Background: an optimization exercise with open tools, aiming at small area. Do not read the settings as production practice. The RTL was checked by simulation tests, not by an equivalence proof against the original design. Power and IR drop assume default switching activity.

==> flow/design.v <==
module cic3_pdm (
    input  wire        clk,
    input  wire        ce,          
    input  wire        rst,         
    input  wire        pdm_in,      
    output wire [15:0] pcm_out,     
    output wire        pcm_valid    
);
    reg [5:0] decim_counter;
    reg v1, v2, v3, v4;
    reg x1, x2, x3, x4;
    reg d1, d2, d3, d4;
    reg ph, rst_d;
    reg act, ax, adec;           
    reg [9:0] i0a, i0b, i1a, i1b, j2a, j2b, c0a, c0b, sa, sb;
    reg c_i0, c_i1, c_j2, c_s, c_f, j9;
    reg [11:0] h, q3, q2, sample;
    wire clr  = rst | rst_d;
    wire go   = ~ph & (v3 | v4) & ~rst;       
    wire px   = v3 ? x3 : x4;
    wire pd   = v3 ? d3 : d4;
    wire HI   = act & ~rst;                   
    wire P    = go | HI;                      
    wire X    = HI ? ax : px;
    wire D    = HI ? adec : go & pd;         
    wire [9:0] add_i0_b = {{9{P & ~X}}, P & (HI ? ~X : 1'b1)};
    wire [9:0] s_i0, s_i1, s_j2, s_s, s_f;
    wire co_i0, co_i1, co_j2, co_s, co_f;
    rca10 u_i0 (.a(clr ? 10'd0 : i0b),        .b(add_i0_b),
                .ci(HI & c_i0), .s(s_i0), .co(co_i0));
    rca10 u_i1 (.a(clr ? 10'd0 : i1b),        .b(P ? i0b : 10'd0),
                .ci(HI & c_i1), .s(s_i1), .co(co_i1));
    rca10 u_j2 (.a((clr | D) ? 10'd0 : j2b),  .b(P ? i1b : 10'd0),
                .ci(HI & c_j2), .s(s_j2), .co(co_j2));
    rca10 u_s  (.a({j2b[8:0], HI & j9}),      .b(~c0b),
                .ci(HI ? c_s : 1'b1), .s(s_s), .co(co_s));
    rca10 u_f  (.a(j2b),                      .b(~sb),
                .ci(HI ? c_f : 1'b1), .s(s_f), .co(co_f));
    always @(posedge clk) begin
        i0a <= s_i0;  i0b <= i0a;
        i1a <= s_i1;  i1b <= i1a;
        j2a <= s_j2;  j2b <= j2a;
        c0a <= clr ? 10'd0 : D ? j2b : c0b;   c0b <= c0a;
        sa  <= clr ? 10'd0 : D ? s_s : sb;    sb  <= sa;
        c_i0 <= co_i0;
        c_i1 <= co_i1;
        c_j2 <= co_j2;
        c_s  <= co_s;
        c_f  <= co_f;
        j9   <= j2b[9];
        rst_d <= rst;
        x1 <= pdm_in;
        x2 <= x1;
        x3 <= x2;
        x4 <= x3;
        d1 <= &decim_counter;
        d2 <= d1;
        d3 <= d2;
        d4 <= d3;
        ax <= px;
        adec <= pd;
        if (rst) begin
            decim_counter <= 0;
            v1 <= 0; v2 <= 0; v3 <= 0; v4 <= 0;
            ph <= 0;
            act <= 0;
            h <= 0;
            q3 <= 0;
            q2 <= 0;
            sample <= 0;
        end else begin
            if (ce)
                decim_counter <= decim_counter + 1'b1;
            v1 <= ce;
            v2 <= v1;
            v3 <= v2;
            v4 <= v3;
            ph <= ~ph;
            act <= go;
            if (D & ~HI)
                h[1:0] <= s_f[9:8];
            if (D & HI)
                h[11:2] <= s_f;
            if (v3 & d3) begin
                sample <= q2;
                q2 <= q3;
                q3 <= h;
            end
        end
    end
    assign pcm_out = {{4{sample[11]}}, sample};
    assign pcm_valid = v4 & d4;
endmodule
module rca10 (
    input  wire [9:0] a,
    input  wire [9:0] b,
    input  wire       ci,
    output wire [9:0] s,
    output wire       co
);
    wire [10:0] c;
    assign c[0] = ci;
    genvar k;
    generate
        for (k = 0; k < 10; k = k + 1) begin : g
            assign s[k] = a[k] ^ b[k] ^ c[k];
            assign c[k+1] = (a[k] & b[k]) | (c[k] & (a[k] ^ b[k]));
        end
    endgenerate
    assign co = c[10];
endmodule
`default_nettype none
module pdm_mic (
    input wire clk,
    input wire rst,
    input wire enable,
    input wire [15:0] period,
    input wire pdm_data_in,
    output wire pdm_clk_out,
    output wire [15:0] pcm_sample,
    output wire pcm_valid
);
    reg [14:0] pdm_counter;
    reg pdm_clk;
    wire wrap = (pdm_counter >= period[15:1]);
    wire pdm_tick = !rst && enable && wrap && !pdm_clk;
    always @(posedge clk) begin
        if (rst || !enable) begin
            pdm_counter <= 0;
            pdm_clk <= 0;
        end else if (wrap) begin
            pdm_counter <= 0;
            pdm_clk <= ~pdm_clk;
        end else begin
            pdm_counter <= pdm_counter + 1'b1;
        end
    end
    assign pdm_clk_out = enable & pdm_clk;
    cic3_pdm cic (
        .clk(clk),
        .ce(pdm_tick),
        .rst(rst),
        .pdm_in(pdm_data_in),
        .pcm_out(pcm_sample),
        .pcm_valid(pcm_valid)
    );
endmodule
`default_nettype wire
Settings: LEC_CHECK=0, CAP_MARGIN=20, CORE_MARGIN=2, CORE_UTILIZATION=70, CTS_BUF_LIST=sky130_fd_sc_hd__clkbuf_4 sky130_fd_sc_hd__clkbuf_8, SLEW_MARGIN=20; clock period 10.0 ns.
run.sh (not shown) runs the stock make flow with config.mk's settings and CLKGATE_MAP_FILE= SYNTH_SCRIPT=/design/flow/synth_recipe.tcl, a recipe that flattens the netlist after the stock synthesis.
The starting point completed without violations.
==> next run, changes <==
--- a/flow/config.mk
+++ b/flow/config.mk
@@ -8,5 +8,4 @@
 export CAP_MARGIN = 20
 export CORE_MARGIN = 2
-export CORE_UTILIZATION = 70
-export CTS_BUF_LIST = sky130_fd_sc_hd__clkbuf_4 sky130_fd_sc_hd__clkbuf_8
+export CORE_UTILIZATION = 40
 export SLEW_MARGIN = 20
Area after synthesis is unchanged.
Total power rises by about a fifth.
Register-to-register slack improved by 0.08 ns.
Die area went up by well over a third.

---

Starts from the design.v that is shown in full above.
clock: 10.0 ns
lec_check: 0
cap_margin: 20
core_margin: 2
core_utilization: 70
cts_buf_list: sky130_fd_sc_hd__clkbuf_8
slew_margin: 20
==> next run, changes <==
- CORE_UTILIZATION: 70 -> 40
Result:
- global-route usage drops by 11 points
- wire length drops by 2.0%
- utilization drops by 33 points

---

== run A ==
Another version of the RTL of pdm_mic (not shown whole).
Size in the first run: roughly 600 cells after synthesis, roughly 190 flip-flops, roughly 38 I/O pins, roughly 7100 um2 of cells after synthesis.
Design pdm_mic, start of the top module:
module pdm_mic (
    input wire clk,
    input wire rst,
    input wire enable,
    input wire [15:0] period,
    input wire pdm_data_in,
    output wire pdm_clk_out,
    output wire [15:0] pcm_sample,
    output wire pcm_valid
);
Settings: LEC_CHECK=0, CAP_MARGIN=20, CORE_MARGIN=2, CORE_UTILIZATION=70, CTS_BUF_LIST=sky130_fd_sc_hd__clkbuf_8, SLEW_MARGIN=20; clock period 10.0 ns.
standard.sh (not shown) runs the stock make flow with config.mk's settings and CLKGATE_MAP_FILE= SYNTH_SCRIPT=/design/flow/synth_recipe.tcl, a recipe that flattens the netlist after the stock synthesis.
==> flow/flow/run.sh <==
#!/bin/bash
# The standard layout (standard.sh), with two changes: the port buffers
# are the smallest buffer cell, and the clock tree uses clkbuf_8 without
# dummy loads. All tool output goes to standard.log here; ORFS keeps its
# per-step logs under orfs/logs.
set -euo pipefail
export BUFFER_PORTS_ARGS="-buffer_cell sky130_fd_sc_hd__buf_1"
export CTS_ARGS="-repair_clock_nets -buf_list sky130_fd_sc_hd__clkbuf_8 -dont_use_dummy_load"
bash standard.sh > standard.log 2>&1
Edits applied to the flow inputs when going from run A to run B:
diff --git a/flow/flow/run.sh b/flow/flow/run.sh
--- a/flow/flow/run.sh
+++ b/flow/flow/run.sh
@@ -8 +8 @@
-export CTS_ARGS="-repair_clock_nets -buf_list sky130_fd_sc_hd__clkbuf_8 -dont_use_dummy_load"
+export CTS_ARGS="-sink_clustering_enable -repair_clock_nets -buf_list sky130_fd_sc_hd__clkbuf_8 -dont_use_dummy_load"
diff --git a/flow/config.mk b/flow/config.mk
--- a/flow/config.mk
+++ b/flow/config.mk
@@ -7,0 +8 @@
+export ABC_AREA = 1
## What came out
- Changes observed in run B relative to run A: total internal power barely changed, final worst-path cycle share shows no meaningful change, fmax roughly the same, combinational power higher.
The inputs of run C differ from those of run B as listed below.
diff --git a/flow/flow/run.sh b/flow/flow/run.sh
--- a/flow/flow/run.sh
+++ b/flow/flow/run.sh
@@ -8 +8 @@
-export CTS_ARGS="-sink_clustering_enable -repair_clock_nets -buf_list sky130_fd_sc_hd__clkbuf_8 -dont_use_dummy_load"
+export CTS_ARGS="-sink_clustering_enable -repair_clock_nets -buf_list sky130_fd_sc_hd__clkbuf_16 -sink_clustering_size 30 -sink_clustering_max_diameter 100 -dont_use_dummy_load"
diff --git a/flow/config.mk b/flow/config.mk
--- a/flow/config.mk
+++ b/flow/config.mk
@@ -8 +7,0 @@
-export ABC_AREA = 1
Results
No stage failed in run C, and the final checks on the layout all came back clean.
No stage failed in run B, and the final checks on the layout all came back clean.
Number of hold buffers added after cts: run C vs run B identical
Going from run B to run C, number of signal-net inverters in the final layout shrank by more than half.
For the clock latency on the worst-skew pair, run C came in 0.03 ns lower than run B did.
Compared with run B, distinct cell type count of the synthesized netlist in run C increased by more than a quarter.
Measured against run B, the detailed-route wire length of run C comes out at 1.12 times the reference value.
Compared with run B, run C shows a count of non-filler cells in the finished layout that is 68 lower.
The design area of run C exceeds that of run B by 180 um2.
Edits applied to the flow inputs when going from run C to run D:
diff --git a/flow/flow/run.sh b/flow/flow/run.sh
--- a/flow/flow/run.sh
+++ b/flow/flow/run.sh
@@ -8 +8 @@
-export CTS_ARGS="-sink_clustering_enable -repair_clock_nets -buf_list sky130_fd_sc_hd__clkbuf_16 -sink_clustering_size 30 -sink_clustering_max_diameter 100 -dont_use_dummy_load"
+export CTS_ARGS="-sink_clustering_enable -repair_clock_nets -buf_list sky130_fd_sc_hd__clkbuf_8 -dont_use_dummy_load"
### Flow results
Run C → run D: routed length on met1 dropped about 3.3%, power per cell area dropped 11%, deepest clock path buffer count barely changed.
Run C -> run D: synthesized cell count delta 0, exact match
[run D vs run C] global-route usage: lower in run D
Delta (run D minus run C): internal power contribution saw a decrease, share of total power in combinational logic shows no meaningful change, post-route cell area lost about 2.5%, core outline area closely matched the old numbers.
Of run D and run C, the lower area overhead of the layout relative to synthesis belongs to run D.

what the ideal ports hide:
The flow's constraints put no driver on any port. The routed layouts listed below were extracted and timed again, unchanged, in two steps.
Step 1 sets driving cells, clkbuf_16 on the clock port and buf_2 on the other inputs (assumed; they add their load-dependent delay and slew).
Step 2 moves the port delays by t, midway between the first and last clock arrival at a register: inputs arrive t later, outputs are due t later. That takes back most of the time a late clock gives input paths.
a / b / c = ideal ports / drivers / drivers and shift; a / b = the first two.
run | t (ns) | slack for setup (ns) | worst setup path after step 2 | worst register clock-pin slew, ns | worst slew at a driven data input, ns
the first run of note 1 | 0.492 | 2.598 / 2.611 / 2.119 | input to register | 0.09 / 0.09 | 0.03
the second run of note 1 | 0.465 | 2.257 / 2.264 / 1.799 | input to register | 0.07 / 0.07 | 0.04
the first run of note 2 | 0.492 | 2.598 / 2.611 / 2.119 | input to register | 0.09 / 0.09 | 0.03
the second run of note 2 | 0.488 | 2.297 / 2.297 / 1.809 | input to register | 0.09 / 0.09 | 0.04
run A | 0.458 | 2.526 / 2.541 / 2.083 | input to register | 0.09 / 0.09 | 0.03
run B | 0.466 | 2.520 / 2.538 / 2.072 | input to register | 0.10 / 0.10 | 0.03
run C | 0.452 | 2.486 / 2.504 / 2.052 | input to register | 0.07 / 0.07 | 0.03
run D | 0.458 | 2.526 / 2.541 / 2.083 | input to register | 0.09 / 0.09 | 0.03
After both steps every run listed still meets setup and hold. The setup slack of the second run of note 2, which loses most, moves by 0.000 ns with the drivers and by -0.488 ns with both steps.
